This design comes from an exercise in tuning for small area, a short achievable clock period and few clock cycles per item on the open sky130 flow, not from production work.
The RTL was checked by simulation tests, not by an equivalence proof against the original design.
The clock port is modelled as an ideal driver; clocking choices that lean on that would not hold on a real chip.
Power figures rest on the tool's default switching activity, not on a simulated workload.

==> design.v <==
`timescale 1ns / 1ps
`default_nettype none
module rca #(parameter W = 32)
           (input wire [W-1:0] a,
            input wire [W-1:0] b,
            input wire ci,
            output wire [W-1:0] s,
            output wire co);
    wire [W:0] c;
    assign c[0] = ci;
    genvar i;
    generate
        for (i = 0; i < W; i = i + 1) begin : bit_
            assign s[i] = a[i] ^ b[i] ^ c[i];
            assign c[i + 1] = (a[i] & b[i]) | (c[i] & (a[i] ^ b[i]));
        end
    endgenerate
    assign co = c[W];
endmodule
module rinc #(parameter W = 32)
            (input wire [W-1:0] a,
             input wire ci,
             output wire [W-1:0] s);
    wire [W:0] c;
    assign c[0] = ci;
    genvar i;
    generate
        for (i = 0; i < W; i = i + 1) begin : bit_
            assign s[i] = a[i] ^ c[i];
            assign c[i + 1] = a[i] & c[i];
        end
    endgenerate
endmodule
module cneg #(parameter W = 32)
            (input wire [W-1:0] a,
             input wire n,
             output wire [W-1:0] s);
    rinc #(W) inc(.a(a ^ {W{n}}), .ci(n), .s(s));
endmodule
module booth_pp(input wire [34:0] m,
                input wire b2,
                input wire b1,
                input wire b0,
                output wire [34:0] pp,
                output wire neg);
    wire one = b1 ^ b0;
    wire two = (b2 & ~b1 & ~b0) | (~b2 & b1 & b0);
    assign neg = b2 & ~(b1 & b0);
    wire [34:0] m2 = {m[33:0], 1'b0};
    genvar i;
    generate
        for (i = 0; i < 35; i = i + 1) begin : bit_
            wire y;
            a22oi_c g(.a(m[i]), .b(one), .c(m2[i]), .d(two), .y(y));
            xnor2_c x(.a(y), .b(neg), .y(pp[i]));
        end
    endgenerate
endmodule
`timescale 1ns / 1ps
`default_nettype none
module aoi222(input wire a, input wire b, input wire c, input wire d,
              input wire e, input wire f, output wire y);
    assign y = ~((a & b) | (c & d) | (e & f));
endmodule
module nand4x(input wire a, input wire b, input wire c, input wire d, output wire y);
    assign y = ~(a & b & c & d);
endmodule
module nand3x(input wire a, input wire b, input wire c, output wire y);
    assign y = ~(a & b & c);
endmodule
module sel32(input wire [31:0] sel,
             input wire [32*32-1:0] d,
             output wire [31:0] q);
    genvar b, k;
    generate
        for (b = 0; b < 32; b = b + 1) begin : bit_
            wire [9:0] y;
            for (k = 0; k < 10; k = k + 1) begin : grp
                aoi222 g(.a(d[(3*k)*32+b]), .b(sel[3*k]),
                         .c(d[(3*k+1)*32+b]), .d(sel[3*k+1]),
                         .e(d[(3*k+2)*32+b]), .f(sel[3*k+2]), .y(y[k]));
            end
            wire y30, y31;
            nand2_c g30(.a(d[30*32+b]), .b(sel[30]), .y(y30));
            nand2_c g31(.a(d[31*32+b]), .b(sel[31]), .y(y31));
            wire p0, p1, p2;
            nand4x n0(.a(y[0]), .b(y[1]), .c(y[2]), .d(y[3]), .y(p0));
            nand4x n1(.a(y[4]), .b(y[5]), .c(y[6]), .d(y[7]), .y(p1));
            nand4x n2(.a(y[8]), .b(y[9]), .c(y30), .d(y31), .y(p2));
            assign q[b] = p0 | p1 | p2;
        end
    endgenerate
endmodule
module mux2i_c(input wire a0, input wire a1, input wire s, output wire y);
    assign y = ~(s ? a1 : a0);
endmodule
module mux4_c(input wire a0, input wire a1, input wire a2, input wire a3,
              input wire s0, input wire s1, output wire y);
    assign y = s1 ? (s0 ? a3 : a2) : (s0 ? a1 : a0);
endmodule
module a22oi_c(input wire a, input wire b, input wire c, input wire d, output wire y);
    assign y = ~((a & b) | (c & d));
endmodule
module o21ai_c(input wire a, input wire b, input wire c, output wire y);
    assign y = ~((a | b) & c);
endmodule
module nand2_c(input wire a, input wire b, output wire y);
    assign y = ~(a & b);
endmodule
module xnor2_c(input wire a, input wire b, output wire y);
    assign y = ~(a ^ b);
endmodule
module rgate #(parameter W = 1, parameter [W-1:0] INIT = {W{1'b0}})
             (input wire [W-1:0] d,
              input wire rst,
              output wire [W-1:0] y);
    assign y = rst ? INIT : d;
endmodule
`timescale 1ns / 1ps
`default_nettype none
module D_GRF(input wire clk,
             input wire reset,
             input wire [4:0] ra,
             input wire [4:0] rb,
             input wire a_m,             
             input wire b_m,
             input wire [31:0] m_val,
             output wire [31:0] qa,
             output wire [31:0] qb,
             input wire we,
             input wire [4:0] wa,
             input wire [31:0] wd);
    wire [31:0] rf [1:31];
    genvar i;
    generate
        for (i = 1; i < 32; i = i + 1) begin : r_
            reg [31:0] q;
            always @(posedge clk) begin
                if ((we & wa == i) | reset) q <= wd;
            end
            assign rf[i] = q;
        end
    endgenerate
    wire [31:0] sa, sb;
    wire [32*32-1:0] d;
    assign sa[0] = a_m;
    assign sb[0] = b_m;
    assign d[31:0] = m_val;
    generate
        for (i = 1; i < 32; i = i + 1) begin : reg_
            assign sa[i] = ra == i & ~a_m;
            assign sb[i] = rb == i & ~b_m;
            assign d[i * 32 + 31:i * 32] = rf[i];
        end
    endgenerate
    sel32 pa(.sel(sa), .d(d), .q(qa));
    sel32 pb(.sel(sb), .d(d), .q(qb));
endmodule
`timescale 1ns / 1ps
`default_nettype none
module E_SHIFT(input wire [31:0] x,
               input wire [4:0] sa,
               input wire right,
               input wire arith,
               output wire [31:0] y);
    wire nfill;
    wire [4:0] ra = right ? sa : (~sa + 5'd1);
    wire [31:0] r [0:5];
    assign r[0] = x;
    genvar k, i;
    generate
        for (k = 0; k < 5; k = k + 1) begin : lvl
            for (i = 0; i < 32; i = i + 1) begin : bit_
                wire [31:0] p = r[k];
                mux2i_c m(.a0(p[i]), .a1(p[(i + (1 << k)) % 32]), .s(ra[k]), .y(r[k + 1][i]));
            end
        end
    endgenerate
    wire [31:0] t;
    wire [31:0] mn;
    generate
        for (i = 0; i < 32; i = i + 1) begin : out_
            assign t[i] = sa > i;
            if (i == 0) begin : e0
                assign mn[i] = ~(~right & t[0]);        
            end else if (i == 31) begin : e31
                assign mn[i] = ~(right & t[0]);
            end else begin : em
                mux2i_c mm(.a0(t[i]), .a1(t[31 - i]), .s(right), .y(mn[i]));
            end
            mux2i_c o(.a0(nfill), .a1(r[5][i]), .s(mn[i]), .y(y[i]));
        end
    endgenerate
    assign nfill = ~(right & arith & x[31]);
endmodule
module E_ALU(input wire [31:0] a,
             input wire [31:0] b,
             input wire sub,             
             input wire [3:0] lt,        
             input wire slt_u,           
             output wire [31:0] sum,
             output wire [31:0] lg,
             output wire slt);
    wire co;
    rca #(32) add(.a(a), .b(b ^ {32{sub}}), .ci(sub), .s(sum), .co(co));
    wire lt_s = (a[31] ^ b[31]) ? a[31] : sum[31];
    assign slt = slt_u ? ~co : lt_s;
    genvar i;
    generate
        for (i = 0; i < 32; i = i + 1) begin : lg_
            mux4_c m(.a0(lt[0]), .a1(lt[1]), .a2(lt[2]), .a3(lt[3]), .s0(b[i]), .s1(a[i]), .y(lg[i]));
        end
    endgenerate
endmodule
`timescale 1ns / 1ps
`default_nettype none
module E_Mult_Div(input wire clk,
                  input wire reset,
                  input wire start,
                  input wire [1:0] op,        
                  input wire [31:0] a,
                  input wire [31:0] b,
                  input wire wr_hi,
                  input wire wr_lo,
                  output wire busy,       
                  output wire pend,       
                  output wire [31:0] hi,
                  output wire [31:0] lo,
                  output reg hi_neg,
                  output reg lo_neg);
    reg [32:0] H;        
    reg [31:0] L;        
    reg [31:0] M;        
    reg [4:0]  cnt;
    reg        run, isdiv, sgn, lb, fix;
    reg [31:0] pv;       
    reg        pend_v, pend_hi;
    assign busy = run | pend_v;
    assign pend = pend_v;
    wire apply = ~run & pend_v;                  
    wire put = run & ~pend_v & (wr_hi | wr_lo);  
    wire set_hi = (~run & ~pend_v & wr_hi) | (apply & pend_hi);
    wire set_lo = (~run & ~pend_v & wr_lo) | (apply & ~pend_hi);
    wire [31:0] wv = pend_v ? pv : a;
    assign hi = H[31:0];
    assign lo = L;
    wire sdiv = op == 2'b10;
    wire [31:0] a_in, b_in;
    cneg #(32) na(.a(a), .n(sdiv & a[31]), .s(a_in));
    cneg #(32) nb(.a(b), .n(sdiv & b[31]), .s(b_in));
    wire [34:0] mx = {{3{sgn & M[31]}}, M};
    wire [34:0] s0, s1;
    wire n0, n1;
    wire [34:0] pp0, pp1;
    booth_pp bp0(.m(mx), .b2(L[1] & ~fix), .b1(L[0] & ~fix), .b0(lb | fix), .pp(pp0), .neg(n0));
    booth_pp bp1(.m(mx), .b2(L[3]), .b1(L[2]), .b0(L[1]), .pp(pp1), .neg(n1));
    rca #(35) m0(.a({H[32], H[32], H}), .b(pp0), .ci(n0), .s(s0), .co());
    rca #(35) m1(.a({s0[34], s0[34], s0[34:2]}), .b(pp1), .ci(n1), .s(s1), .co());
    wire last = cnt == 5'd7;             
    wire [32:0] x0  = {H[31:0], L[31]};
    wire [33:0] t0;
    rca #(34) d0(.a({1'b0, x0}), .b(~{2'b0, M}), .ci(1'b1), .s(t0), .co());
    wire q0 = ~t0[33];
    wire st = start & ~reset;
    wire rn = run & ~start & ~reset;
    wire e_wv = set_hi & ~start & ~reset;
    wire jmp = rn & ~isdiv & ~fix & cnt == 5'd4 & L[15:0] == {16{lb}};
    wire e_hj = jmp;
    wire [32:0] hj = {{16{H[32]}}, H[32:16]};
    wire e_s1 = rn & ~isdiv & ~fix & ~jmp;
    wire e_s0 = rn & ~isdiv & fix;
    wire e_t0 = rn & isdiv & q0;
    wire e_x0 = rn & isdiv & ~q0;
    wire [32:0] h_d;
    genvar i;
    generate
        for (i = 0; i < 32; i = i + 1) begin : hb
            wire y0, y1;
            aoi222 g0(.a(wv[i]), .b(e_wv), .c(s1[i + 2]), .d(e_s1), .e(s0[i]), .f(e_s0), .y(y0));
            aoi222 g1(.a(t0[i]), .b(e_t0), .c(x0[i]), .d(e_x0), .e(hj[i]), .f(e_hj), .y(y1));
            nand2_c g3(.a(y0), .b(y1), .y(h_d[i]));
        end
    endgenerate
    assign h_d[32] = (s1[34] & e_s1) | (s0[32] & e_s0) | (H[32] & e_hj);
    wire h_en = start | set_hi | run | reset;
    wire op_div = op[1];
    wire z3 = a_in[31:24] == 8'd0;
    wire z2 = z3 & a_in[23:16] == 8'd0;
    wire z1 = z2 & a_in[15:8] == 8'd0;
    wire [1:0] sk = ~op_div ? 2'd0 : z1 ? 2'd3 : z2 ? 2'd2 : z3 ? 2'd1 : 2'd0;
    wire e_ls = st & sk == 2'd0;
    wire e_ls1 = st & sk == 2'd1;
    wire e_ls2 = st & sk == 2'd2;
    wire e_ls3 = st & sk == 2'd3;
    wire e_lw = set_lo & ~start & ~reset;
    wire e_lm = rn & ~isdiv & ~fix & ~jmp;
    wire e_lj = jmp;
    wire [31:0] lj = {H[15:0], L[31:16]};
    wire e_ld = rn & isdiv;
    wire [31:0] lm = {s1[1:0], s0[1:0], L[31:4]};
    wire [31:0] ld = {L[30:0], q0};
    wire [31:0] l_d;
    generate
        for (i = 0; i < 32; i = i + 1) begin : lb_
            wire y0, y1;
            aoi222 g0(.a(a_in[i]), .b(e_ls), .c(wv[i]), .d(e_lw), .e(lm[i]), .f(e_lm), .y(y0));
            wire yj;
            nand2_c gj(.a(lj[i]), .b(e_lj), .y(yj));
            if (i < 8) begin : s0_
                nand2_c g1(.a(ld[i]), .b(e_ld), .y(y1));
                nand3x g2(.a(y0), .b(y1), .c(yj), .y(l_d[i]));
            end else if (i < 16) begin : s1_
                wire y2;
                nand2_c g1(.a(ld[i]), .b(e_ld), .y(y1));
                nand2_c g3(.a(a_in[i - 8]), .b(e_ls1), .y(y2));
                nand4x g2(.a(y0), .b(y1), .c(y2), .d(yj), .y(l_d[i]));
            end else if (i < 24) begin : s2_
                aoi222 g1(.a(ld[i]), .b(e_ld), .c(a_in[i - 8]), .d(e_ls1), .e(a_in[i - 16]), .f(e_ls2), .y(y1));
                nand3x g2(.a(y0), .b(y1), .c(yj), .y(l_d[i]));
            end else begin : s3_
                wire y2;
                aoi222 g1(.a(ld[i]), .b(e_ld), .c(a_in[i - 8]), .d(e_ls1), .e(a_in[i - 16]), .f(e_ls2), .y(y1));
                nand2_c g3(.a(a_in[i - 24]), .b(e_ls3), .y(y2));
                nand4x g2(.a(y0), .b(y1), .c(y2), .d(yj), .y(l_d[i]));
            end
        end
    endgenerate
    wire l_en = start | set_lo | (run & ~(~isdiv & fix)) | reset;
    reg run_n, hneg_n, lneg_n;
    always @(*) begin
        run_n = run;
        hneg_n = hi_neg;
        lneg_n = lo_neg;
        if (start) begin
            run_n = 1'b1;
            hneg_n = sdiv & a[31];
            lneg_n = sdiv & (a[31] ^ b[31]);
        end else if (run) begin
            if (isdiv) begin
                if (cnt == 5'd31) run_n = 1'b0;
            end else if (fix) begin
                run_n = 1'b0;
            end else if (last) begin
                run_n = ~sgn & L[3];     
            end else if (jmp) begin
                run_n = ~sgn & L[15];
            end
        end
        if (set_hi) begin
            hneg_n = 1'b0;
        end
        if (set_lo) begin
            lneg_n = 1'b0;
        end
    end
    wire pend_n = ~start & (put | (pend_v & ~apply));
    wire [3:0] st_d;
    rgate #(4) r_st(.d({run_n, hneg_n, lneg_n, pend_n}), .rst(reset), .y(st_d));
    always @(posedge clk) begin
        {run, hi_neg, lo_neg, pend_v} <= st_d;
        if (put) begin
            pv <= a;
            pend_hi <= wr_hi;
        end
    end
    always @(posedge clk) begin
        if (h_en) H <= h_d;
        if (l_en) L <= l_d;
        if (start) begin
            M <= b_in;
            sgn <= ~op[0];
            isdiv <= op[1];
            cnt <= {sk, 3'b000};         
            lb <= 1'b0;
            fix <= 1'b0;
        end else if (run) begin
            cnt <= cnt + 5'd1;
            if (jmp) begin
                fix <= ~sgn & L[15];
            end else if (~isdiv & ~fix) begin
                lb <= L[3];
                if (last) fix <= ~sgn & L[3];
            end else if (fix) begin
                fix <= 1'b0;
            end
        end
    end
endmodule
`timescale 1ns / 1ps
`default_nettype none
module ld_ext #(parameter HAS_RES = 1)
             (input wire [31:0] w,
              input wire ld,             
              input wire [2:0] lt,       
              input wire [1:0] ea,
              input wire [31:0] res,
              input wire res_en,
              output wire [31:0] y);
    wire ld_b = ld & lt[0];                      
    wire ld_h = ld & lt[1];                      
    wire ld_w = ld & ~lt[0] & ~lt[1];            
    wire sg = ~lt[2];
    wire e_b0 = ld_w | (ld_h & ~ea[1]) | (ld_b & ea == 2'd0);
    wire e_b1 = ld_b & ea == 2'd1;
    wire e_b2 = (ld_h & ea[1]) | (ld_b & ea == 2'd2);
    wire e_b3 = ld_b & ea == 2'd3;
    wire e_h1 = ld_w | (ld_h & ~ea[1]);
    wire e_h3 = ld_h & ea[1];
    wire e_hs = ld_b;
    wire e_u = ld_w;
    wire e_us = ld_b | ld_h;
    wire s7 = sg & ld_b & ea == 2'd0;
    wire s15 = sg & ((ld_b & ea == 2'd1) | (ld_h & ~ea[1]));
    wire s23 = sg & ld_b & ea == 2'd2;
    wire s31 = sg & ((ld_b & ea == 2'd3) | (ld_h & ea[1]));
    wire sy0, sy1, sign;
    aoi222 sg0(.a(w[7]), .b(s7), .c(w[15]), .d(s15), .e(w[23]), .f(s23), .y(sy0));
    nand2_c sg1(.a(w[31]), .b(s31), .y(sy1));
    nand2_c sg2(.a(sy0), .b(sy1), .y(sign));
    genvar i;
    generate
        for (i = 0; i < 32; i = i + 1) begin : b_
            wire y0, y1, y2;
            if (i < 8) begin : lo
                aoi222 g0(.a(w[i]), .b(e_b0), .c(w[i + 8]), .d(e_b1), .e(w[i + 16]), .f(e_b2), .y(y0));
                nand2_c g1(.a(w[i + 24]), .b(e_b3), .y(y1));
                if (HAS_RES) begin : r
                    nand2_c g2(.a(res[i]), .b(res_en), .y(y2));
                    nand3x g3(.a(y0), .b(y1), .c(y2), .y(y[i]));
                end else begin : n
                    nand2_c g3(.a(y0), .b(y1), .y(y[i]));
                end
            end else if (HAS_RES && i < 16) begin : midr
                aoi222 g0(.a(w[i]), .b(e_h1), .c(w[i + 16]), .d(e_h3), .e(res[i]), .f(res_en), .y(y0));
                aoi222 g1(.a(w[7]), .b(s7 & e_hs), .c(w[15]), .d(s15 & e_hs), .e(w[23]), .f(s23 & e_hs), .y(y1));
                nand2_c g2(.a(w[31]), .b(s31 & e_hs), .y(y2));
                nand3x g3(.a(y0), .b(y1), .c(y2), .y(y[i]));
            end else if (HAS_RES) begin : hir
                aoi222 g0(.a(w[i]), .b(e_u), .c(res[i]), .d(res_en), .e(w[7]), .f(s7), .y(y0));
                aoi222 g1(.a(w[15]), .b(s15), .c(w[23]), .d(s23), .e(w[31]), .f(s31), .y(y1));
                nand2_c g2(.a(y0), .b(y1), .y(y[i]));
            end else if (i < 16) begin : mid
                aoi222 g0(.a(w[i]), .b(e_h1), .c(w[i + 16]), .d(e_h3), .e(sign), .f(e_hs), .y(y0));
                assign y[i] = ~y0;
            end else begin : hi
                nand2_c g0(.a(w[i]), .b(e_u), .y(y0));
                nand2_c g1(.a(sign), .b(e_us), .y(y1));
                nand2_c g2(.a(y0), .b(y1), .y(y[i]));
            end
        end
    endgenerate
endmodule
`timescale 1ns / 1ps
`default_nettype none
module mips(input wire clk,
            input wire reset,
            input wire [31:0] i_inst_rdata,
            input wire [31:0] m_data_rdata,
            output wire [31:0] i_inst_addr,
            output wire [31:0] m_data_addr,
            output wire [31:0] m_data_wdata,
            output wire [3:0] m_data_byteen,
            output wire [31:0] m_inst_addr,
            output wire w_grf_we,
            output wire [4:0] w_grf_addr,
            output wire [31:0] w_grf_wdata,
            output wire [31:0] w_inst_addr
        );
    reg [31:2] pc;           
    reg [31:0] ir;           
    reg [31:2] xpc;          
    reg [31:2] mar;          
    reg        xe;           
    reg        m_we;         
    reg        m_load;
    reg [2:0]  m_lt;         
    reg [4:0]  m_rd;
    reg [31:0] m_res;        
    reg [31:2] m_pc;
    reg [3:0]  m_be;
    reg        w_we;
    reg [4:0]  w_rd;
    reg [31:0] w_wd;
    reg [31:2] w_pc;
    assign i_inst_addr   = {pc, 2'b00};
    assign m_data_addr   = {mar, 2'b00};
    assign m_data_wdata  = m_res;        
    assign m_data_byteen = m_be;
    assign m_inst_addr   = {m_pc, 2'b00};
    assign w_grf_we      = w_we;
    assign w_grf_addr    = w_rd;
    assign w_grf_wdata   = w_wd;
    assign w_inst_addr   = {w_pc, 2'b00};
    wire [5:0] op = ir[31:26];
    wire [5:0] fn = ir[5:0];
    wire [4:0] rs = ir[25:21];
    wire [4:0] rt = ir[20:16];
    wire [4:0] rd = ir[15:11];
    wire [15:0] imm = ir[15:0];
    wire r_type  = op == 6'b000000;
    wire f_shift = r_type & fn[5:3] == 3'b000;           
    wire f_jr    = r_type & fn == 6'b001000;
    wire f_jalr  = r_type & fn == 6'b001001;
    wire f_mfhi  = r_type & fn == 6'b010000;
    wire f_mthi  = r_type & fn == 6'b010001;
    wire f_mflo  = r_type & fn == 6'b010010;
    wire f_mtlo  = r_type & fn == 6'b010011;
    wire f_md    = r_type & fn[5:2] == 4'b0110;         
    wire f_alu   = r_type & fn[5] == 1'b1;               
    wire o_regimm = op == 6'b000001;
    wire o_j     = op == 6'b000010;
    wire o_jal   = op == 6'b000011;
    wire o_beq   = op == 6'b000100;
    wire o_bne   = op == 6'b000101;
    wire o_blez  = op == 6'b000110;
    wire o_bgtz  = op == 6'b000111;
    wire o_alui  = op[5:3] == 3'b001;                    
    wire o_load  = op[5:3] == 3'b100;
    wire o_store = op[5:3] == 3'b101;
    wire use_rs = ~(r_type & fn[5:2] == 4'b0000) & ~f_mfhi & ~f_mflo & ~o_j & ~o_jal;
    wire use_rt = r_type | o_store | o_beq | o_bne;
    wire [4:0] dst = (f_shift | f_alu | f_jalr | f_mfhi | f_mflo) ? rd :
                     (o_alui | o_load) ? rt :
                     o_jal ? 5'd31 : 5'd0;
    wire a_m = m_we & m_rd == rs;
    wire b_m = m_we & m_rd == rt;
    wire [31:0] va, vb;
    wire [31:0] m_wdata;
    D_GRF grf(.clk(clk), .reset(reset),
              .ra(rs), .rb(rt), .a_m(a_m), .b_m(b_m),
              .m_val(m_res), .qa(va), .qb(vb),
              .we(m_we), .wa(m_rd), .wd(m_wdata));
    wire md_busy, md_pend;
    wire [31:0] hi, lo;
    wire hi_neg, lo_neg;
    wire stall = (m_load & ((use_rs & a_m) | (use_rt & b_m))) |
                 ((f_mfhi | f_mflo) & md_busy) | ((f_mthi | f_mtlo) & md_pend);
    wire go = ~stall;
    E_Mult_Div md(.clk(clk), .reset(reset),
                  .start(go & f_md), .op(fn[1:0]), .a(va), .b(vb),
                  .wr_hi(go & f_mthi), .wr_lo(go & f_mtlo),
                  .busy(md_busy), .pend(md_pend), .hi(hi), .lo(lo), .hi_neg(hi_neg), .lo_neg(lo_neg));
    wire [31:0] mf_val;
    cneg #(32) mfn(.a(fn[1] ? lo : hi), .n(fn[1] ? lo_neg : hi_neg), .s(mf_val));
    wire o_lui = op == 6'b001111;
    wire logic_imm = o_alui & op[2];                     
    wire [31:0] bsrc = o_lui ? {imm, 16'b0} :
                       (o_alui | o_load | o_store) ? {{16{~logic_imm & imm[15]}}, imm} : vb;
    wire is_sub = r_type ? fn[1] : (o_alui & op[1]);
    wire cmp_sel = (r_type & fn[3]) | (o_alui & op[2:1] == 2'b01);   
    wire log_sel = (r_type & fn[2]) | (o_alui & op[2]);               
    wire [1:0] lop = o_alui ? op[1:0] : fn[1:0];
    wire [3:0] ltab = lop == 2'b00 ? 4'b1000 :
                      lop == 2'b01 ? 4'b1110 :
                      lop == 2'b10 ? 4'b0110 :
                      o_alui ? 4'b1010 : 4'b0001;
    wire [31:0] sum, lg;
    wire slt;
    E_ALU alu(.a(va), .b(bsrc), .sub(is_sub), .lt(ltab), .slt_u(o_alui ? op[0] : fn[0]),
              .sum(sum), .lg(lg), .slt(slt));
    wire [31:0] sh_y;
    E_SHIFT shf(.x(vb), .sa(fn[2] ? va[4:0] : ir[10:6]), .right(fn[1]), .arith(fn[0]), .y(sh_y));
    wire [31:2] pc_inc;
    rinc #(30) pc_add(.a(pc), .ci(1'b1), .s(pc_inc));     
    wire [31:0] sdata = op[1] ? vb : op[0] ? {2{vb[15:0]}} : {4{vb[7:0]}};
    wire s_sh = f_shift;
    wire s_mf = f_mfhi | f_mflo;
    wire s_lk = f_jalr | o_jal;
    wire s_cmp = cmp_sel & ~s_sh & ~s_mf & ~s_lk;
    wire s_lg = log_sel & ~cmp_sel & ~s_sh & ~s_mf & ~s_lk;
    wire s_st = o_store;
    wire s_sum = ~log_sel & ~cmp_sel & ~s_sh & ~s_mf & ~s_lk & ~xe & ~o_store;
    wire s_ld = xe;
    wire [31:0] lk = {pc_inc, 2'b00};
    wire [31:0] res;
    genvar gi;
    generate
        for (gi = 0; gi < 32; gi = gi + 1) begin : res_
            wire y0, y1, y2;
            aoi222 g0(.a(sum[gi]), .b(s_sum), .c(lg[gi]), .d(s_lg), .e(sh_y[gi]), .f(s_sh), .y(y0));
            aoi222 g1(.a(mf_val[gi]), .b(s_mf), .c(ldv[gi]), .d(s_ld), .e(sdata[gi]), .f(s_st), .y(y1));
            if (gi == 0) begin : b0
                nand2_c g2(.a(slt), .b(s_cmp), .y(y2));
                nand3x g3(.a(y0), .b(y1), .c(y2), .y(res[gi]));
            end else if (gi == 1) begin : b1
                nand2_c g3(.a(y0), .b(y1), .y(res[gi]));   
            end else begin : bn
                nand2_c g2(.a(lk[gi]), .b(s_lk), .y(y2));
                nand3x g3(.a(y0), .b(y1), .c(y2), .y(res[gi]));
            end
        end
    endgenerate
    wire zero = (va ^ vb) == 32'b0;
    wire cond = o_beq ? zero :
                o_bne ? ~zero :
                o_blez ? (va[31] | zero) :
                o_bgtz ? ~(va[31] | zero) :
                (va[31] ^ rt[0]);                         
    wire br = (o_beq | o_bne | o_blez | o_bgtz | o_regimm) & cond;
    wire [31:0] simm = {{16{imm[15]}}, imm};
    wire [31:2] br_tgt;
    rca #(30) br_add(.a(pc), .b(simm[29:0]), .ci(1'b0), .s(br_tgt), .co());
    wire t_jr = f_jr | f_jalr;
    wire t_j = o_j | o_jal;
    wire e_jr = go & t_jr;
    wire e_j = go & t_j;
    wire e_br = go & br;
    wire e_inc = go & ~t_jr & ~t_j & ~br;
    wire e_hold = ~go;
    wire [31:2] jt = {pc[31:28], ir[25:0]};
    wire [31:2] npc;
    genvar pi;
    generate
        for (pi = 2; pi < 32; pi = pi + 1) begin : npc_
            wire y0, y1, y2;
            aoi222 g0(.a(va[pi]), .b(e_jr), .c(jt[pi]), .d(e_j), .e(br_tgt[pi]), .f(e_br), .y(y0));
            nand2_c g1(.a(pc_inc[pi]), .b(e_inc), .y(y1));
            nand2_c g2(.a(pc[pi]), .b(e_hold), .y(y2));
            nand3x g3(.a(y0), .b(y1), .c(y2), .y(npc[pi]));
        end
    endgenerate
    wire [1:0] ea = sum[1:0];
    wire [3:0] be = ~o_store ? 4'b0000 :
                    op[1] ? 4'b1111 :
                    op[0] ? (ea[1] ? 4'b1100 : 4'b0011) :
                    (4'b0001 << ea);
    wire [31:0] ldv;
    ld_ext lm(.w(m_data_rdata), .ld(m_load & ~reset), .lt(m_lt), .ea(m_res[1:0]), .res(m_res),
              .res_en(~m_load & ~reset), .y(m_wdata));
    ld_ext #(0) lx(.w(m_data_rdata), .ld(xe), .lt({op[2], op[1:0] == 2'b01, op[1:0] == 2'b00}), .ea(ir[1:0]),
              .res(32'b0), .res_en(1'b0), .y(ldv));
    wire [31:2] pc_d;
    wire [10:0] irc_d;
    wire m_we_d, m_load_d, w_we_d;
    wire [3:0] m_be_d;
    rgate #(30, 30'h0000_0c00) r_pc(.d(npc), .rst(reset), .y(pc_d));
    rgate #(11, 11'b001111_00000) r_ir(.d(go ? {i_inst_rdata[31:26], i_inst_rdata[20:16]} : {ir[31:26], ir[20:16]}),
                                      .rst(reset), .y(irc_d));
    rgate #(1) r_mwe(.d(go & dst != 5'd0), .rst(reset), .y(m_we_d));
    rgate #(1) r_mld(.d(go & o_load & ~xe), .rst(reset), .y(m_load_d));
    wire x_port = (o_load & ~xe) | o_store;      
    wire in_ld0 = i_inst_rdata[31:29] == 3'b100 & i_inst_rdata[25:21] == 5'd0;
    wire xe_d;
    rgate #(1) r_xe(.d(go ? (~x_port & in_ld0) : xe), .rst(reset), .y(xe_d));
    rgate #(4) r_mbe(.d(go ? be : 4'b0), .rst(reset), .y(m_be_d));
    rgate #(1) r_wwe(.d(m_we), .rst(reset), .y(w_we_d));
    always @(posedge clk) begin
        pc <= pc_d;
        {ir[31:26], ir[20:16]} <= irc_d;
        m_we <= m_we_d;
        m_load <= m_load_d;
        xe <= xe_d;
        if (go & x_port) mar <= sum[31:2];
        else if (go & in_ld0) mar <= {{16{i_inst_rdata[15]}}, i_inst_rdata[15:2]};
        m_be <= m_be_d;
        w_we <= w_we_d;
        if (go) begin
            ir[25:21] <= i_inst_rdata[25:21];
            ir[15:0] <= i_inst_rdata[15:0];
            xpc <= pc;
        end
        m_lt <= {op[2], op[1:0] == 2'b01, op[1:0] == 2'b00};
        m_rd <= dst;
        m_res <= res;
        m_pc <= xpc;
        w_rd <= m_rd;
        w_wd <= m_wdata;
        w_pc <= m_pc;
    end
endmodule
==> flow/run.sh <==
#!/bin/bash
# Layout flow: the standard ORFS flow (standard.sh, with its synthesis unchanged), with these
# changes to how the layout is made:
#  - the port buffers are sky130_fd_sc_hd__buf_1 instead of the delay cells that buffer_ports
#    picks by default (repair may upsize them);
#  - timing repair aims at a setup slack margin, so that it works on the paths that set the
#    achieved period (the clock period less the worst slack) instead of stopping at zero slack;
set -euo pipefail
HERE=$(pwd)
MARGIN=78.6
bash standard.sh "BUFFER_PORTS_ARGS=-buffer_cell sky130_fd_sc_hd__buf_1" \
    "SETUP_SLACK_MARGIN=$MARGIN" "POST_CTS_TCL=$HERE/flow/post_cts.tcl" finish > flow_make.log 2>&1
==> flow/post_cts.tcl <==
# Area recovery after CTS: downsize cells (recover_power), then repair setup again to the
# same slack margin the flow uses, then legalize. Delay cells are kept out of both steps.
set_dont_use [get_lib_cells {*/sky130_fd_sc_hd__clkdlybuf* */sky130_fd_sc_hd__dlygate* */sky130_fd_sc_hd__dlymetal* */sky130_fd_sc_hd__dlyb*}]
log_cmd estimate_parasitics -placement
log_cmd repair_timing -recover_power 100 -verbose
log_cmd repair_timing -setup -setup_margin $::env(SETUP_SLACK_MARGIN) -repair_tns 100 -verbose
log_cmd detailed_placement
check_placement -verbose
==> standard.sh <==
#!/bin/bash
# synth_recipe.tcl (not shown) runs the flow's synth.tcl, then flattens the netlist and writes it again
# the make line also repeats each setting of config.mk as NAME=value (left out here)
make -C /OpenROAD-flow-scripts/flow DESIGN_CONFIG=/design/flow/config.mk WORK_HOME=/design/flow/orfs CLKGATE_MAP_FILE= SYNTH_SCRIPT=/design/flow/synth_recipe.tcl "${@:-finish}"
==> config.mk <==
export PLATFORM = sky130hd
export DESIGN_NAME = mips
export DESIGN_NICKNAME = mips
export VERILOG_FILES = /design/flow/design.v
export SDC_FILE = /design/flow/constraint.sdc
export NUM_CORES = 8
export LEC_CHECK = 0
export CAP_MARGIN = 20
export CORE_MARGIN = 2
export CORE_UTILIZATION = 65
export CTS_CLUSTER_DIAMETER = 70
export CTS_CLUSTER_SIZE = 22
export SLEW_MARGIN = 20
export SYNTH_HIERARCHICAL = 1
export SYNTH_MINIMUM_KEEP_SIZE = 0
==> constraint.sdc <==
create_clock -name core_clock -period 100.0 [get_ports {clk}]
set_input_delay 20.0000 -clock core_clock [delete_from_list [all_inputs] [get_ports {clk}]]
set_output_delay 20.0000 -clock core_clock [all_outputs]
set_load 0.01 [all_outputs]
==> flow_metrics.env, run 1 <==
export IMPL_row_count=121
export IMPL_grt_max_degree=65
export IMPL_path_max_fanout=8
export IMPL_clk_pin_slew_ns=0.09
export IMPL_hold_class="flop to flop"
export IMPL_cts_tree="built"
export IMPL_p_seq_frac=0.506
export IMPL_clock_latency_ns=0.76
export IMPL_slowest_delay_ns=0.52
export IMPL_syn_area_per_cell_sq_um=14.1
export IMPL_maxSlewViolCount=0
export IMPL_groute_usage_overall=0.512
export IMPL_nets=5931
export IMPL_worst_endpoint_arrival_ns=22.08
export IMPL_num_vias=59500
export IMPL_ios=268
export IMPL_overflow=0
export IMPL_syn_to_final_growth_pct=12.0
export IMPL_drive_above_1_share=0.161
export IMPL_pwr_share_comb=0.252
export IMPL_max_cap_violations=0
export IMPL_antenna_left=0
export IMPL_status="timing/DRC/antenna clean"
export IMPL_critical_path_required_ns=100.53
export IMPL_crit_path_start_kind="primary input"
export IMPL_fmax_ghz=0.0464
export IMPL_peakVddDrop_v=0.0000182
export IMPL_final_cell_mix="edfxtp_1 (1207), a222oi_1 (919), nand2_1 (503)"
export IMPL_crit_chain="buf_16 -> nor2b_2 -> nand3_1 -> nor2_1 -> nand2_1 -> nand3_4"
export IMPL_final_common_cell="edfxtp_1"
export IMPL_wl_per_cell_microns=41.4
export IMPL_cts_sinks=1402
export IMPL_p_int_mw=1.07
export IMPL_yosysWarnings=10
export IMPL_finalCriticalPeriod_ns=21.55
export IMPL_worstSetupPathType="primary input to flop"
export IMPL_cp_top_family="simple AND/OR/NAND/NOR gates"
export IMPL_die_area_sq_um=112000
export IMPL_cellLeakagePower_nw=29.6
export IMPL_routed_wl_microns=293000
export IMPL_first_pass_iters=22
export IMPL_antenna_found_initial=35
export IMPL_max_slew_worst_pin_slew_ns=1.39
export IMPL_tns_ns=0
export IMPL_p_sw_uw=581
export IMPL_io_buffers=259
export IMPL_place_gp_congestion=1.10
export IMPL_skew_ns=0.0686
export IMPL_crit_path_end_kind="flop"
export IMPL_drc=0
export IMPL_p_per_area_nw_per_um2=20.8
export IMPL_netSwitchingFraction=0.352
export IMPL_syn_area_sq_um=70800
export IMPL_max_slew_margin=0.0704
export IMPL_die_x_microns=334
export IMPL_core_area_sq_um=108000
export IMPL_setup_violations_final=0
export IMPL_hold_viol=0
export IMPL_hpwl_microns=186000
export IMPL_grt_pass1_wl_microns=404000
export IMPL_path_buf_inv=1
export IMPL_r2r_slack_ns=81.07
export IMPL_first_iter_violations=15900
export IMPL_initial_core_util=0.653
export IMPL_clkPwrFrac=0.242
export IMPL_post_drt_via_cell_ratio=8.39
export IMPL_hold_ws_ns=0.341
export IMPL_grt_pass1_vias=55400
export IMPL_final_period_utilization=0.215
export IMPL_syn_inst=5008
export IMPL_critPathSlowestCell="nand2_1"
export IMPL_rsz0062_at_grt="yes"
export IMPL_die_h_microns=334
[power groups by stage]
stage / Sequential, mW / Combinational (mW) / Clock [mW]
2_1_floorplan: 0.810 / 0.208 / 0
3_3_place_gp: 0.832 / 0.367 / 0
3_5_place_dp: 0.838 / 0.372 / 0
5_1_grt: 0.838 / 0.417 / 0.417
6_report: 0.834 / 0.415 / 0.399
[registers in the layout, summed over array words and instances, names as in the netlist, 3 cells and up]
register and count:
grf.r_.q 992, md.H 33, ir 32, m_res 32, md.L 32, md.M 32
md.pv 32, w_wd 32, m_pc 30, mar 30, pc 30, w_pc 30
xpc 30, m_rd 5, md.cnt 5, w_rd 5, m_be 4, m_lt 3
[per-layer routing]
metal  vias to the layer above  track usage  share of wire
li1                      22800            -              -
met1                     28400        0.600           0.30
met2                      6425        0.725           0.41
met3                      1876        0.239           0.18
met4                        24        0.396           0.11
met5                         -       0.0317         0.0021
[stage by stage]
stage / utilization / worst slack, ns / instance area [sq um] / power, mW / std cells
global placement: 0.694 / 77.27 / 75200 / 1.20 / 6819
finish: 0.731 / 78.45 / 79200 / 1.65 / 7087
floorplan: - / 77.47 / 71100 / 1.02 / 5018
detailed placement: 0.694 / 77.21 / 75200 / 1.21 / 6819
global route: 0.730 / 78.46 / 79200 / 1.67 / 7060
[worst paths after layout]
check	to	cells past startpoint	start
setup reg to reg	m_res[0]$_DFF_P_	57	m_rd[1]$_DFF_P_
setup / recovery	grf.r_[9].q[6]$_DFFE_PP_	6	reset
hold reg to reg	m_pc[15]$_DFF_P_	0	xpc[15]$_DFFE_PN_
hold / removal	m_pc[15]$_DFF_P_	0	xpc[15]$_DFFE_PN_
[final cells by class]
cell class              count  area [sq um]
flip-flops and latches   1402         40300
multi-input cells        3386         30200
fillers                  7209         29200
repair buffers            562          3400
clock buffers             129          2500
well taps                1414          1770
clock inverters            41           484
inverters                 121           455
diodes                     32          80.1
Testbench counts, summed over its fixed seeds: cycles 183,109, programs 64.
==> inputs of run 2 (changes only) <==
--- a/design.v
+++ b/design.v
@@ -527,5 +527,7 @@
     wire [31:0] va, vb;
     wire [31:0] m_wdata;
-    D_GRF grf(.clk(clk), .reset(reset),
+    reg rf_clr;
+    always @(posedge clk) rf_clr <= reset;
+    D_GRF grf(.clk(clk), .reset(rf_clr),
               .ra(rs), .rb(rt), .a_m(a_m), .b_m(b_m),
               .m_val(m_res), .qa(va), .qb(vb),
@@ -626,6 +628,6 @@
                     (4'b0001 << ea);
     wire [31:0] ldv;
-    ld_ext lm(.w(m_data_rdata), .ld(m_load & ~reset), .lt(m_lt), .ea(m_res[1:0]), .res(m_res),
-              .res_en(~m_load & ~reset), .y(m_wdata));
+    ld_ext lm(.w(m_data_rdata), .ld(m_load & ~rf_clr), .lt(m_lt), .ea(m_res[1:0]), .res(m_res),
+              .res_en(~m_load & ~rf_clr), .y(m_wdata));
     ld_ext #(0) lx(.w(m_data_rdata), .ld(xe), .lt({op[2], op[1:0] == 2'b01, op[1:0] == 2'b00}), .ea(ir[1:0]),
               .res(32'b0), .res_en(1'b0), .y(ldv));
==> run 2 against run 1 <==
Against the previous run: still clean; die area about the same; global-route usage decreased by 0.39 points; non-clock buffer count up 44.
==> flow_metrics.env, run 2 <==
export IMPL_antenna_left=0
export IMPL_max_cap_violations=0
export IMPL_clock_latency_ns=0.75
export IMPL_grt_max_degree=84
export IMPL_num_vias=58900
export IMPL_routed_wl_microns=291000
export IMPL_tns_ns=0
export IMPL_io_buffers=259
export IMPL_crit_path_start_kind="primary input"
export IMPL_syn_area_per_cell_sq_um=14.1
export IMPL_skew_ns=0.0560
export IMPL_die_area_sq_um=112000
export IMPL_r2r_slack_ns=81.11
export IMPL_yosysWarnings=10
export IMPL_dp_cells=6847
export IMPL_die_x_microns=334
export IMPL_grt_pass1_vias=54800
export IMPL_cts_tree="built"
export IMPL_p_per_area_nw_per_um2=20.8
export IMPL_nets=5962
export IMPL_cellLeakagePower_nw=29.6
export IMPL_grtUsageMet2=0.736
export IMPL_final_cells=7090
export IMPL_worstSetupPathType="primary input to flop"
export IMPL_reg_largest_list="grf.r_.q x992, md.H x33"
export IMPL_ios=268
export IMPL_place_gp_congestion=1.07
export IMPL_max_slew_worst_pin_slew_ns=1.31
export IMPL_drive_above_1_share=0.162
export IMPL_row_count=121
export IMPL_finalCriticalPeriod_ns=21.43
export IMPL_largest_reg_flops=992
export IMPL_hold_start="xpc[5]$_DFFE_PN_"
export IMPL_drc=0
export IMPL_first_iter_violations=16800
export IMPL_grt_pass1_wl_microns=403000
export IMPL_hold_viol=0
export IMPL_die_h_microns=334
export IMPL_critical_path_required_ns=100.56
export IMPL_rsz0062_at_grt="yes"
export IMPL_final_common_cell="edfxtp_1"
export IMPL_core_area_sq_um=108000
export IMPL_first_pass_iters=22
export IMPL_hpwl_microns=191000
export IMPL_max_slew_margin=0.129
export IMPL_antenna_found_initial=21
export IMPL_syn_to_final_growth_pct=12.1
export IMPL_syn_inst=5009
export IMPL_top_usage_layer="met2"
export IMPL_use_met1=0.621
export IMPL_overflow=0
export IMPL_groute_usage_overall=0.508
export IMPL_use_met3=0.191
export IMPL_wl_per_cell_microns=41.0
export IMPL_stdcell_area_sq_um=79400
export IMPL_top_register="grf.r_.q"
export IMPL_final_cell_mix="edfxtp_1 (1207), a222oi_1 (919), nand2_1 (509)"
export IMPL_worst_endpoint_arrival_ns=21.99
export IMPL_setup_violations_final=0
export IMPL_crit_path_end_kind="flop"
export IMPL_dpl_instance_area_sq_um=75300
export IMPL_status="timing/DRC/antenna clean"
export IMPL_post_drt_via_cell_ratio=8.31
export IMPL_peakVddDrop_v=0.0000177
export IMPL_fmax_ghz=0.0467
export IMPL_cts_sinks=1403
export IMPL_holdPathStages=0
export IMPL_worstRegToRegCells=52
export IMPL_hold_class="flop to flop"
export IMPL_clk_pin_slew_ns=0.08
export IMPL_rr_startpoint="ir[24]$_DFFE_PN_"
export IMPL_total_power_mw=1.65
export IMPL_holdPathEnd="m_pc[5]$_DFF_P_"
export IMPL_path_max_fanout=27
export IMPL_syn_area_sq_um=70800
export IMPL_hold_ws_ns=0.342
export IMPL_reg2reg_to="m_res[0]$_DFF_P_"
export IMPL_initial_core_util=0.653
export IMPL_maxSlewViolCount=0
export IMPL_final_period_utilization=0.214
-- run 2: worst max-delay path by stage --
stage                    start                 end  slack [ns]  cells after the start
2_1_floorplan            reset  md.L[10]$_DFFE_PP_       77.47                      4
3_3_place_gp             reset  md.L[26]$_DFFE_PP_       77.24                     10
3_5_place_dp             reset  md.L[25]$_DFFE_PP_       77.20                     10
5_1_grt        m_data_rdata[7]   m_res[14]$_DFF_P_       78.58                      9
6_report       m_data_rdata[7]   m_res[12]$_DFF_P_       78.57                      9
-- run 2: where the power goes --
part | switching [mW] | internal, mW | total (mW)
Sequential | 0.0756 | 0.761 | 0.837
Combinational | 0.297 | 0.127 | 0.424
Clock | 0.207 | 0.182 | 0.389
Total | 0.580 | 1.07 | 1.65
-- run 2: routing by layer --
metal  share of wire  up-vias
met5         0.00077        -
met3            0.17     1644
met2            0.42     6350
met1            0.31    28100
li1                -    22800
met4            0.11       24
-- run 2: per-stage QoR --
step | worst slack (ns) | utilization
after floorplan | 77.47 | -
after global placement | 77.24 | 0.695
after detailed placement | 77.20 | 0.695
after global routing | 78.58 | 0.732
final | 78.57 | 0.732
-- run 2: worst max-delay path: stages --
cell and delay, ns:
buf_1 0.07, buf_2 0.31, a222oi_1 0.41, buf_4 0.20, nand2_4 0.14, a222oi_1 0.37, inv_1 0.07, a222oi_1 0.27
nand3_1 0.12
-- run 2: final cells by class --
cell class                 count  area (sq um)
sequential                  1403         40300
clock inverter                30           425
fill                        7181         29000
tap                         1414          1770
timing repair buffer         606          4020
clock buffer                 130          2450
multi-input combinational   3377         29900
inverter                     121           455
antenna                        9          22.5
Testbench counts of run 2, summed over its fixed seeds: cycles 183,109, programs 64.
==> inputs of run 3 (changes only) <==
--- a/design.v
+++ b/design.v
@@ -250,12 +250,10 @@
     cneg #(32) nb(.a(b), .n(sdiv & b[31]), .s(b_in));
     wire [34:0] mx = {{3{sgn & M[31]}}, M};
-    wire [34:0] s0, s1;
-    wire n0, n1;
-    wire [34:0] pp0, pp1;
+    wire [34:0] s0;
+    wire n0;
+    wire [34:0] pp0;
     booth_pp bp0(.m(mx), .b2(L[1] & ~fix), .b1(L[0] & ~fix), .b0(lb | fix), .pp(pp0), .neg(n0));
-    booth_pp bp1(.m(mx), .b2(L[3]), .b1(L[2]), .b0(L[1]), .pp(pp1), .neg(n1));
     rca #(35) m0(.a({H[32], H[32], H}), .b(pp0), .ci(n0), .s(s0), .co());
-    rca #(35) m1(.a({s0[34], s0[34], s0[34:2]}), .b(pp1), .ci(n1), .s(s1), .co());
-    wire last = cnt == 5'd7;             
+    wire last = cnt == 5'd15;            
     wire [32:0] x0  = {H[31:0], L[31]};
     wire [33:0] t0;
@@ -265,7 +263,11 @@
     wire rn = run & ~start & ~reset;
     wire e_wv = set_hi & ~start & ~reset;
-    wire jmp = rn & ~isdiv & ~fix & cnt == 5'd4 & L[15:0] == {16{lb}};
-    wire e_hj = jmp;
+    wire jmp16 = rn & ~isdiv & ~fix & cnt == 5'd8 & L[15:0] == {16{lb}};
+    wire jmp24 = rn & ~isdiv & ~fix & cnt == 5'd4 & L[23:0] == {24{lb}};
+    wire jmp = jmp16 | jmp24;
+    wire e_hj = jmp16;
+    wire e_hj24 = jmp24;
     wire [32:0] hj = {{16{H[32]}}, H[32:16]};
+    wire [32:0] hj24 = {{24{H[32]}}, H[32:24]};
     wire e_s1 = rn & ~isdiv & ~fix & ~jmp;
     wire e_s0 = rn & ~isdiv & fix;
@@ -276,11 +278,12 @@
     generate
         for (i = 0; i < 32; i = i + 1) begin : hb
-            wire y0, y1;
-            aoi222 g0(.a(wv[i]), .b(e_wv), .c(s1[i + 2]), .d(e_s1), .e(s0[i]), .f(e_s0), .y(y0));
+            wire y0, y1, y2;
+            aoi222 g0(.a(wv[i]), .b(e_wv), .c(s0[i + 2]), .d(e_s1), .e(s0[i]), .f(e_s0), .y(y0));
             aoi222 g1(.a(t0[i]), .b(e_t0), .c(x0[i]), .d(e_x0), .e(hj[i]), .f(e_hj), .y(y1));
-            nand2_c g3(.a(y0), .b(y1), .y(h_d[i]));
+            nand2_c g2(.a(hj24[i]), .b(e_hj24), .y(y2));
+            nand3x g3(.a(y0), .b(y1), .c(y2), .y(h_d[i]));
         end
     endgenerate
-    assign h_d[32] = (s1[34] & e_s1) | (s0[32] & e_s0) | (H[32] & e_hj);
+    assign h_d[32] = (s0[34] & e_s1) | (s0[32] & e_s0) | (H[32] & (e_hj | e_hj24));
     wire h_en = start | set_hi | run | reset;
     wire op_div = op[1];
@@ -295,8 +298,10 @@
     wire e_lw = set_lo & ~start & ~reset;
     wire e_lm = rn & ~isdiv & ~fix & ~jmp;
-    wire e_lj = jmp;
+    wire e_lj = jmp16;
     wire [31:0] lj = {H[15:0], L[31:16]};
+    wire e_lj24 = jmp24;
+    wire [31:0] lj24 = {H[23:0], L[31:24]};
     wire e_ld = rn & isdiv;
-    wire [31:0] lm = {s1[1:0], s0[1:0], L[31:4]};
+    wire [31:0] lm = {s0[1:0], L[31:2]};
     wire [31:0] ld = {L[30:0], q0};
     wire [31:0] l_d;
@@ -305,22 +310,24 @@
             wire y0, y1;
             aoi222 g0(.a(a_in[i]), .b(e_ls), .c(wv[i]), .d(e_lw), .e(lm[i]), .f(e_lm), .y(y0));
-            wire yj;
+            wire yj, yk, yjk;
             nand2_c gj(.a(lj[i]), .b(e_lj), .y(yj));
+            nand2_c gk(.a(lj24[i]), .b(e_lj24), .y(yk));
+            assign yjk = yj & yk;
             if (i < 8) begin : s0_
                 nand2_c g1(.a(ld[i]), .b(e_ld), .y(y1));
-                nand3x g2(.a(y0), .b(y1), .c(yj), .y(l_d[i]));
+                nand3x g2(.a(y0), .b(y1), .c(yjk), .y(l_d[i]));
             end else if (i < 16) begin : s1_
                 wire y2;
                 nand2_c g1(.a(ld[i]), .b(e_ld), .y(y1));
                 nand2_c g3(.a(a_in[i - 8]), .b(e_ls1), .y(y2));
-                nand4x g2(.a(y0), .b(y1), .c(y2), .d(yj), .y(l_d[i]));
+                nand4x g2(.a(y0), .b(y1), .c(y2), .d(yjk), .y(l_d[i]));
             end else if (i < 24) begin : s2_
                 aoi222 g1(.a(ld[i]), .b(e_ld), .c(a_in[i - 8]), .d(e_ls1), .e(a_in[i - 16]), .f(e_ls2), .y(y1));
-                nand3x g2(.a(y0), .b(y1), .c(yj), .y(l_d[i]));
+                nand3x g2(.a(y0), .b(y1), .c(yjk), .y(l_d[i]));
             end else begin : s3_
                 wire y2;
                 aoi222 g1(.a(ld[i]), .b(e_ld), .c(a_in[i - 8]), .d(e_ls1), .e(a_in[i - 16]), .f(e_ls2), .y(y1));
                 nand2_c g3(.a(a_in[i - 24]), .b(e_ls3), .y(y2));
-                nand4x g2(.a(y0), .b(y1), .c(y2), .d(yj), .y(l_d[i]));
+                nand4x g2(.a(y0), .b(y1), .c(y2), .d(yjk), .y(l_d[i]));
             end
         end
@@ -342,7 +349,9 @@
                 run_n = 1'b0;
             end else if (last) begin
-                run_n = ~sgn & L[3];     
-            end else if (jmp) begin
+                run_n = ~sgn & L[1];     
+            end else if (jmp16) begin
                 run_n = ~sgn & L[15];
+            end else if (jmp24) begin
+                run_n = ~sgn & L[23];
             end
         end
@@ -377,8 +386,8 @@
             cnt <= cnt + 5'd1;
             if (jmp) begin
-                fix <= ~sgn & L[15];
+                fix <= ~sgn & (jmp16 ? L[15] : L[23]);
             end else if (~isdiv & ~fix) begin
-                lb <= L[3];
-                if (last) fix <= ~sgn & L[3];
+                lb <= L[1];
+                if (last) fix <= ~sgn & L[1];
             end else if (fix) begin
                 fix <= 1'b0;
==> run 3 against run 2 <==
Against the previous run: register-to-register slack worse by 0.07 ns; non-clock buffer count down 21; clock-buffer cell count down 2; still clean; sequential power up 0.5%; clock power up 2%; largest power group unchanged; maximum frequency down 0.32%; critical path depth unchanged; core utilization about the same; total power down 0.18%; sequential cell count unchanged; hold slack better by 0.0049 ns; die area down 1.3%.
==> flow_metrics.env, run 3 <==
export IMPL_status="timing/DRC/antenna clean"
export IMPL_ios=268
export IMPL_overflow=0
export IMPL_row_count=120
export IMPL_die_h_microns=332
export IMPL_hold_viol=0
export IMPL_peakVddDrop_v=0.0000355
export IMPL_core_area_sq_um=107000
export IMPL_io_buffers=259
export IMPL_drc=0
export IMPL_cellLeakagePower_nw=29.1
export IMPL_rsz0062_at_grt="no"
export IMPL_clk_pin_slew_ns=0.09
export IMPL_total_power_mw=1.65
export IMPL_skew_ns=0.0579
export IMPL_routed_wl_microns=290000
export IMPL_syn_area_per_cell_sq_um=13.9
export IMPL_nets=5910
export IMPL_initial_core_util=0.654
export IMPL_dpl_instance_area_sq_um=74200
export IMPL_maxSlewViolCount=0
export IMPL_r2r_slack_ns=81.04
export IMPL_final_common_cell="edfxtp_1"
export IMPL_grt_pass1_vias=54700
export IMPL_max_slew_margin=0.0710
export IMPL_final_period_utilization=0.215
export IMPL_max_slew_worst_pin_slew_ns=1.39
export IMPL_final_cell_mix="edfxtp_1 (1207), a222oi_1 (919), nand2_1 (543)"
export IMPL_cts_sinks=1403
export IMPL_crit_chain="buf_1 -> clkbuf_4 -> a222oi_1 -> buf_4 -> nand2_4 -> nand2_1 -> nand2_1 -> a222oi_1 -> nand3_1"
export IMPL_stdcell_area_sq_um=78200
export IMPL_yosysWarnings=10
export IMPL_first_iter_violations=16400
export IMPL_largest_reg_flops=992
export IMPL_place_ws_ns=77.27
export IMPL_reg_largest_list="grf.r_.q x992, md.H x33"
export IMPL_place_gp_congestion=1.09
export IMPL_post_drt_via_cell_ratio=8.38
export IMPL_groute_usage_overall=0.509
export IMPL_drive_above_1_share=0.151
export IMPL_die_area_sq_um=110000
export IMPL_antenna_found_initial=23
export IMPL_clock_latency_ns=0.76
export IMPL_finalCriticalPeriod_ns=21.50
export IMPL_hpwl_microns=191000
export IMPL_tns_ns=0
export IMPL_max_cap_violations=0
export IMPL_critPathSlowestCell="a222oi_1"
export IMPL_antenna_left=0
export IMPL_wl_per_cell_microns=41.0
export IMPL_utilization=0.732
export IMPL_path_max_fanout=29
export IMPL_worst_endpoint_arrival_ns=22.06
export IMPL_crit_path_end_kind="flop"
export IMPL_syn_to_final_growth_pct=12.0
export IMPL_die_x_microns=332
export IMPL_first_pass_iters=23
export IMPL_p_per_area_nw_per_um2=21.1
export IMPL_top_register="grf.r_.q"
export IMPL_grt_pass1_wl_microns=401000
export IMPL_cts_tree="built"
export IMPL_final_cells=7059
export IMPL_hold_ws_ns=0.347
export IMPL_setup_violations_final=0
export IMPL_fin_ws_ns=78.50
export IMPL_critical_path_required_ns=100.56
export IMPL_worstSetupPathType="primary input to flop"
export IMPL_dp_cells=6820
export IMPL_fmax_ghz=0.0465
export IMPL_num_vias=59200
export IMPL_syn_area_sq_um=69800
export IMPL_crit_path_start_kind="primary input"
export IMPL_slowest_delay_ns=0.56
export IMPL_syn_inst=5008
export IMPL_hold_class="flop to flop"
export IMPL_grt_max_degree=65
==> run 3: power by group <==
| group | internal [mW] | total [mW] | switching, mW |
|---|---|---|---|
| Clock | 0.180 | 0.395 | 0.215 |
| Combinational | 0.122 | 0.411 | 0.289 |
| Sequential | 0.762 | 0.841 | 0.0786 |
==> run 3: layout make-up <==
cell class | instances | area (sq um)
multi-input combinational | 3389 | 29000
fill | 6921 | 28600
sequential | 1403 | 40300
clock inverter | 34 | 492
inverter | 111 | 418
clock buffer | 128 | 2380
tap | 1403 | 1760
antenna | 6 | 15.0
timing repair buffer | 585 | 3790
==> run 3: path summary, 6_finish.rpt <==
check / startpoint / endpoint / depth (start not counted)
hold reg to reg: xpc[7]$_DFFE_PN_ / m_pc[7]$_DFF_P_ / 0
hold / removal: xpc[7]$_DFFE_PN_ / m_pc[7]$_DFF_P_ / 0
setup reg to reg: ir[20]$_DFF_P_ / m_res[0]$_DFF_P_ / 55
setup / recovery: m_data_rdata[23] / m_res[25]$_DFF_P_ / 9
==> run 3: metal layers <==
metal / track usage / part of all wire
met5: 0.00738 / 0.00098
met2: 0.737 / 0.41
met1: 0.623 / 0.30
met4: 0.355 / 0.10
met3: 0.205 / 0.18
==> run 3: critical path: cells and delay by family <==
| kind | cells | cell delay [ns] |
|---|---|---|
| AOI/OAI and AO/OA | 2 | 0.94 |
| buffers and inverters | 3 | 0.62 |
| and+or+nand+nor | 4 | 0.49 |
Testbench counts of run 3, summed over its fixed seeds: cycles 185,724, programs 64.

==> port drivers added, routing unchanged <==
No port has a modelled driver above. Below, the same layouts with a new extraction and two added sets of constraints. Step 1, drivers: a clkbuf_16 drives clk and a buf_2 each remaining input, both assumed. Step 2 moves the port delays by t, midway between the first and last clock arrival at a register: inputs arrive t later, outputs are due t later. That takes back most of the time a late clock gives input paths. a / b / c = ideal / step 1 / step 2; a / b = the first two.
| run | shift t [ns] | setup WS [ns] | worst setup path at the end | cell pins on the clock port's net |
|---|---|---|---|---|
| run 1 | 0.807 | 78.451 / 78.417 / 77.610 | input to register | 1 |
| run 2 | 0.800 | 78.570 / 78.508 / 77.822 | input to register | 1 |
| run 3 | 0.808 | 78.500 / 78.507 / 77.746 | input to register | 1 |
After both steps setup and hold are still met in every run listed. For run 1, which loses most, drivers alone change the setup slack by -0.034 ns; drivers and shift together by -0.841 ns.
